Background: an optimization exercise with open tools, aiming at small area, a short achievable clock period and few clock cycles. Do not read the settings as production practice.
Function was checked by simulation only, so behaviour that the tests miss may differ from the original.
Power figures rest on the tool's default switching activity, not on a simulated workload.

== run 1 ==
==> flow/design.v <==
`timescale 1ns / 1ps
module process (
        input                clk,
        input                rst,
        input  [23:0]        in_pix,
        output [7:0]         str_addr,
        input  [15:0]        str_data,
        output reg [5:0]     row, col,
        output reg           out_we,
        output [23:0]        out_pix,
        output reg           gray_done,
        output reg           compress_done,
        output reg           encode_done
    );
	localparam PH_GRAY = 2'd0, PH_CMP = 2'd1, PH_ENC = 2'd2, PH_DONE = 2'd3;
	localparam C_P1 = 2'd0, C_P3 = 2'd1, C_P2 = 2'd2;
	localparam T_NONE = 2'd0, T_P1 = 2'd1, T_P2 = 2'd2, T_ER = 2'd3;
	localparam A_HOLD = 3'd0, A_INC = 3'd1, A_TOG = 3'd2, A_DEC = 3'd3,
	           A_CLRK = 3'd4, A_WALK = 3'd5, A_NEXT = 3'd6, A_RP = 3'd7;
	reg [1:0]  ph;
	reg [1:0]  cp;           
	wire [1:0] gs = {cp[0], k[0]};    
	reg [7:0]  g_q;          
	reg [1:0]  v_tag;        
	reg [1:0]  d_tag;        
	reg [3:0]  d_k;          
	reg [23:0] in_q;
	reg [11:0] S;            
	reg [12:0] D;            
	reg [4:0]  beta;
	reg [15:0] bm;           
	reg [15:0] qv;           
	reg [7:0]  x0;           
	reg [3:0]  x3;           
	reg        x4;           
	wire [7:0] qh = qv[15:8], ql = qv[7:0], avgB = x0, num = D[11:4];
	wire [3:0] rh = D[3:0], rl = x3;
	wire       first = x4;
	wire [15:0] val = qv;
	wire [7:0] q0 = x0, oth = D[7:0];
	wire [3:0] s = D[11:8], p = x3;
	wire       found = x4;
	wire [7:0] blk = {row[5:2], col[5:2]};
	wire [3:0] k   = {row[1:0], col[1:0]};
	assign out_pix  = {8'd0, g_q, 8'd0};
	assign str_addr = blk;
	wire [7:0] G = in_q[15:8];
	wire [7:0] cr = in_q[23:16], cg = in_q[15:8], cb = in_q[7:0];
	wire       rg  = cr >= cg, rb = cr >= cb, gb = cg >= cb;
	wire [7:0] mx  = (rg & rb) ? cr : gb ? cg : cb;
	wire [7:0] mn  = (~rg & ~rb) ? cr : gb ? cb : cg;
	wire [8:0] mm  = mx + mn;
	wire [7:0] avg  = S[11:4];
	wire [8:0] diff = {1'b0, G} - {1'b0, avg};
	wire       ge   = ~diff[8];
	wire [4:0] dl   = 5'd16 - beta;
	wire [4:0] th   = {rh, num[7]};
	wire [4:0] tl   = {rl, num[7]};
	wire [5:0] dh   = {1'b0, th} - {1'b0, beta};
	wire [5:0] dq   = {1'b0, tl} - {1'b0, dl};
	wire       gh   = ~dh[5];
	wire       gl   = ~dq[5];
	wire [4:0] th2  = dh[4:0];
	wire [4:0] tl2  = dq[4:0];
	function [3:0] step4;
		input [1:0] r;
		input [1:0] a;
		case ({r, a})
		4'd0:  step4 = {2'd0, 2'd0};
		4'd1:  step4 = {2'd0, 2'd1};
		4'd2:  step4 = {2'd0, 2'd2};
		4'd3:  step4 = {2'd1, 2'd0};
		4'd4:  step4 = {2'd1, 2'd1};
		4'd5:  step4 = {2'd1, 2'd2};
		4'd6:  step4 = {2'd2, 2'd0};
		4'd7:  step4 = {2'd2, 2'd1};
		4'd8:  step4 = {2'd2, 2'd2};
		4'd9:  step4 = {2'd3, 2'd0};
		4'd10: step4 = {2'd3, 2'd1};
		4'd11: step4 = {2'd3, 2'd2};
		default: step4 = 4'bxxxx;
		endcase
	endfunction
	reg [3:0]  t4;
	reg [15:0] v3;
	reg [1:0]  r3;
	integer i;
	always @(*) begin
		r3 = 2'd0;
		for (i = 7; i >= 0; i = i - 1) begin
			t4 = step4(r3, val[2*i +: 2]);
			v3[2*i +: 2] = t4[3:2];
			r3 = t4[1:0];
		end
	end
	wire [4:0] rp   = S[4:0];    
	wire [4:0] nd   = S[9:5];    
	wire [3:0] sx   = found ? s : 4'd1;
	wire [3:0] pp   = (p == sx) ? p + 4'd1 : p;
	wire       wrdy = (nd != 5'd0) && (found || nd[4]) && ({1'b0, pp} < nd);
	wire       bend = (nd != 5'd0) && (val == 16'd0);
	wire [3:0] eqi  = pp - nd[3:0];
	wire [7:0] lvl  = bm[eqi] ? q0 : oth;
	reg [5:0] n_row, n_col;
	reg       n_we;
	reg [1:0] n_tag;
	reg [1:0] nb_ph, nb_cp;
	reg [2:0] am;            
	reg [11:0] a_inc, n_a;
	reg       p3go, eswitch;
	always @(posedge clk) begin
		in_q  <= in_pix;
		d_tag <= v_tag;
		d_k   <= k;
		case (d_tag)
		T_P1: S <= (d_k == 4'd0 ? 12'd0 : S) + G;
		T_P2: begin
			D    <= (d_k == 4'd0 ? 13'd0 - {9'd0, S[3:0]} : D) + (ge ? {4'd0, diff[7:0], 1'b0} : 13'd0);
			beta <= (d_k == 4'd0 ? 5'd0 : beta) + ge;
			bm   <= {bm[14:0], ge};
		end
		T_ER: begin
			bm <= {(G == q0) | (d_k == 4'd0), bm[15:1]};
			S[9:5] <= {1'b0, d_k} + 5'd1;
			if (d_k == 4'd0) begin
				x0 <= G;
				x4 <= 1'b0;
			end else if (!found && G != q0) begin
				x4 <= 1'b1;
				D <= {d_k, G};
			end
		end
		default: ;
		endcase
		if (ph == PH_CMP && cp == C_P1) begin
			if (k == 4'd1) begin
				D[11:0] <= {D[11:4], 4'd0};
				x0 <= avg;
				x3 <= 4'd0;
			end else if (k >= 4'd2 && k <= 4'd12) begin
				D  <= {num[6:0], 1'b0, gh ? th2[3:0] : th[3:0]};
				x3 <= gl ? tl2[3:0] : tl[3:0];
				qv <= {qh[6:0], gh, ql[6:0], gl};
			end
		end
		gray_done     <= 1'b0;
		compress_done <= 1'b0;
		n_we  = 1'b0;
		n_tag = T_NONE;
		nb_ph = ph;
		nb_cp = cp;
		am    = A_HOLD;
		p3go  = 1'b0;
		eswitch = 1'b0;
		case (ph)
		PH_GRAY: begin
			nb_cp = {1'b0, cp[0] ^ k[0]};
			am  = (gs == 2'd3) ? A_INC : A_TOG;
			n_we = ~gs[1] & gs[0] | gs[1] & ~gs[0];
			if (gs == 2'd3 && {blk, k} == 12'hfff) begin
				gray_done <= 1'b1;
				nb_ph = PH_CMP;
				nb_cp = C_P1;
				n_tag = T_P1;
				n_we  = 1'b0;
				x4 <= 1'b1;
			end
		end
		PH_CMP: begin
			case (cp)
			C_P1: if (k != 4'd15) begin
					n_tag = T_P1; am = A_INC;
				end else if (first) begin
					nb_cp = C_P2; n_tag = T_P2; x4 <= 1'b0; am = A_CLRK;
				end else begin
					nb_cp = C_P3; p3go = 1'b1; am = A_DEC;
				end
			C_P3: begin
					am = A_INC;
					if (k != 4'd15) begin
						p3go = 1'b1;
					end else if (blk != 8'd255) begin
						nb_cp = C_P2; n_tag = T_P2;
					end else begin
						compress_done <= 1'b1;
						nb_ph = PH_ENC;
						n_tag = T_ER;
						eswitch = 1'b1;
					end
				end
			C_P2: begin
					am = A_INC;
					if (k != 4'd15)
						n_tag = T_P2;
					else begin
						nb_cp = C_P1; n_tag = T_P1;
					end
				end
			default: ;
			endcase
			if (p3go) begin
				bm  <= {bm[14:0], 1'b0};
				n_we = 1'b1;
			end
		end
		PH_ENC: begin
			if (v_tag == T_ER && k == 4'd0)
				qv <= str_data;
			if (bend) begin
				if (blk != 8'd255) begin
					am = A_NEXT;
					n_tag = T_ER;
					eswitch = 1'b1;
					d_tag <= T_NONE;
				end else begin
					nb_ph = PH_DONE;
					encode_done <= 1'b1;
				end
			end else begin
				if (wrdy) begin
					qv <= v3;
					x3 <= pp + 4'd1;
					if (r3 != 2'd0) begin
						am = A_WALK;
						n_we = 1'b1;
					end
				end
				if (!n_we && !rp[4]) begin
					am = A_RP;
					n_tag = T_ER;
					S[4:0] <= rp + 5'd1;
				end
			end
		end
		default: ;
		endcase
		g_q <= ph[1] ? ((r3 == 2'd1) ? lvl + 8'd1 : lvl - 8'd1) :
		       ph[0] ? (bm[15] ? avgB + qh : avgB - ql) : mm[8:1];
		a_inc = {blk, k | {4{am == A_NEXT}}} + 12'd1;
		case (am)
		A_INC, A_NEXT: n_a = a_inc;
		A_TOG:         n_a = {blk, k[3:1], ~k[0]};
		A_DEC:         n_a = {blk - 8'd1, 4'd0};
		A_CLRK:        n_a = {blk, 4'd0};
		A_WALK:        n_a = {blk, pp};
		A_RP:          n_a = {blk, rp[3:0]};
		default:       n_a = {blk, k};
		endcase
		n_row = {n_a[11:8], n_a[3:2]};
		n_col = {n_a[7:4], n_a[1:0]};
		if (eswitch) begin
			S[9:0] <= {5'd0, 5'd1};
			x3 <= 4'd1;
			x4 <= 1'b0;
		end
		ph     <= nb_ph;
		cp     <= nb_cp;
		v_tag  <= n_tag;
		out_we <= n_we;
		row    <= n_row;
		col    <= n_col;
		if (rst) begin
			ph <= PH_GRAY;
			cp <= 2'd0;
			v_tag <= T_NONE;
			d_tag <= T_NONE;
			out_we <= 1'b0;
			row <= 6'd0;
			col <= 6'd0;
			gray_done <= 1'b0;
			compress_done <= 1'b0;
			encode_done <= 1'b0;
		end
	end
endmodule
==> flow/config.mk <==
export PLATFORM = sky130hd
export DESIGN_NAME = process
export DESIGN_NICKNAME = process
export VERILOG_FILES = /design/flow/design.v
export SDC_FILE = /design/flow/constraint.sdc
export NUM_CORES = 4
export LEC_CHECK = 0
export ABC_AREA = 1
export CAP_MARGIN = 20
export CORE_MARGIN = 2
export CORE_UTILIZATION = 65
export SLEW_MARGIN = 20
==> flow/constraint.sdc <==
create_clock -name core_clock -period 25.0 [get_ports {clk}]
set_input_delay 5.0000 -clock core_clock [delete_from_list [all_inputs] [get_ports {clk}]]
set_output_delay 5.0000 -clock core_clock [all_outputs]
set_load 0.01 [all_outputs]
standard.sh (not shown) runs the stock make flow with config.mk's settings and CLKGATE_MAP_FILE= SYNTH_SCRIPT=/design/flow/synth_recipe.tcl, a recipe that flattens the netlist after the stock synthesis.
==> flow/flow/run.sh <==
#!/bin/bash
# The standard layout, with ORFS's repair_timing aiming for a setup slack
# of at least 19 ns at the design's 25 ns clock, so that the port buffers and
# slow drivers on the longest paths are sized for speed. make's full output
# goes to standard.log; ORFS keeps each step's log under orfs/logs.
set -euo pipefail
bash standard.sh SETUP_SLACK_MARGIN=19 finish > standard.log 2>&1
Testbench counts of run 1, summed over its fixed seeds: cycles 415,987.
Here is what was changed in the inputs of run 2 compared with run 1.
# run 1
export LEC_CHECK = 0
export ABC_AREA = 1
export CAP_MARGIN = 20
export CORE_MARGIN = 2
export CORE_UTILIZATION = 65
export SLEW_MARGIN = 20
create_clock -name core_clock -period 25.0 [get_ports {clk}]
# run 2
export LEC_CHECK = 0
export ABC_AREA = 1
export CAP_MARGIN = 20
export CORE_MARGIN = 2
export CORE_UTILIZATION = 40
export CTS_BUF_LIST = sky130_fd_sc_hd__clkbuf_8
export SLEW_MARGIN = 20
create_clock -name core_clock -period 25.0 [get_ports {clk}]
- | post-route non-filler standard cell count | run 2 vs run 1 | 167 higher |
- Compared with run 1, run 2 ends up with more cell area.
- Wire length delta (run 2 − run 1): unfavourable
Setup changes, run 2 to run 3
# run 2
export LEC_CHECK = 0
export ABC_AREA = 1
export CAP_MARGIN = 20
export CORE_MARGIN = 2
export CORE_UTILIZATION = 40
export CTS_BUF_LIST = sky130_fd_sc_hd__clkbuf_8
export SLEW_MARGIN = 20
create_clock -name core_clock -period 25.0 [get_ports {clk}]
# run 3
export LEC_CHECK = 0
export ABC_AREA = 1
export CAP_MARGIN = 20
export CORE_MARGIN = 2
export CORE_UTILIZATION = 40
export CTS_CLUSTER_DIAMETER = 300
export CTS_CLUSTER_SIZE = 60
export SLEW_MARGIN = 20
create_clock -name core_clock -period 25.0 [get_ports {clk}]
==> comparison <==
Between run 2 and run 3, the cell count does not differ in any meaningful way.
| wire length reported by the detailed router | run 3 vs run 2 | ≈ equal |
Where worst setup slack is concerned, run 2 is outperformed by run 3.
Per the comparison of run 3 with run 2, delay contributed by the slowest stage of the critical path rose 20 ps; power after layout increased by about 5.6% relative to the old numbers; worst hold-check slack dropped 44 ps.
Against run 2 as the reference, run 3 delivers a lower fraction of area in multi-input gates.

## static timing again, ports no longer ideal
No port has a modelled driver above. Below, the same layouts with a new extraction and two added sets of constraints.
Step 1, drivers: a clkbuf_16 drives clk and a buf_2 each remaining input, both assumed.
Step 2 also shifts input and output timing later by t, the mid clock arrival at the registers, as if the neighbouring blocks saw the same clock.
Three values: ideal ports, drivers, drivers and shift; two values: the first two.
run | t (ns) | slack for setup (ns) | worst data-port slew with drivers (ns)
run 1 | 0.475 | 19.021 / 18.974 / 18.740 | 0.05
run 2 | 0.529 | 19.017 / 18.970 / 18.709 | 0.05
run 3 | 0.488 | 19.029 / 18.979 / 18.704 | 0.04
After both steps setup and hold are still met in every run listed. For run 3, which loses most, drivers alone change the setup slack by -0.050 ns; drivers and shift together by -0.325 ns.
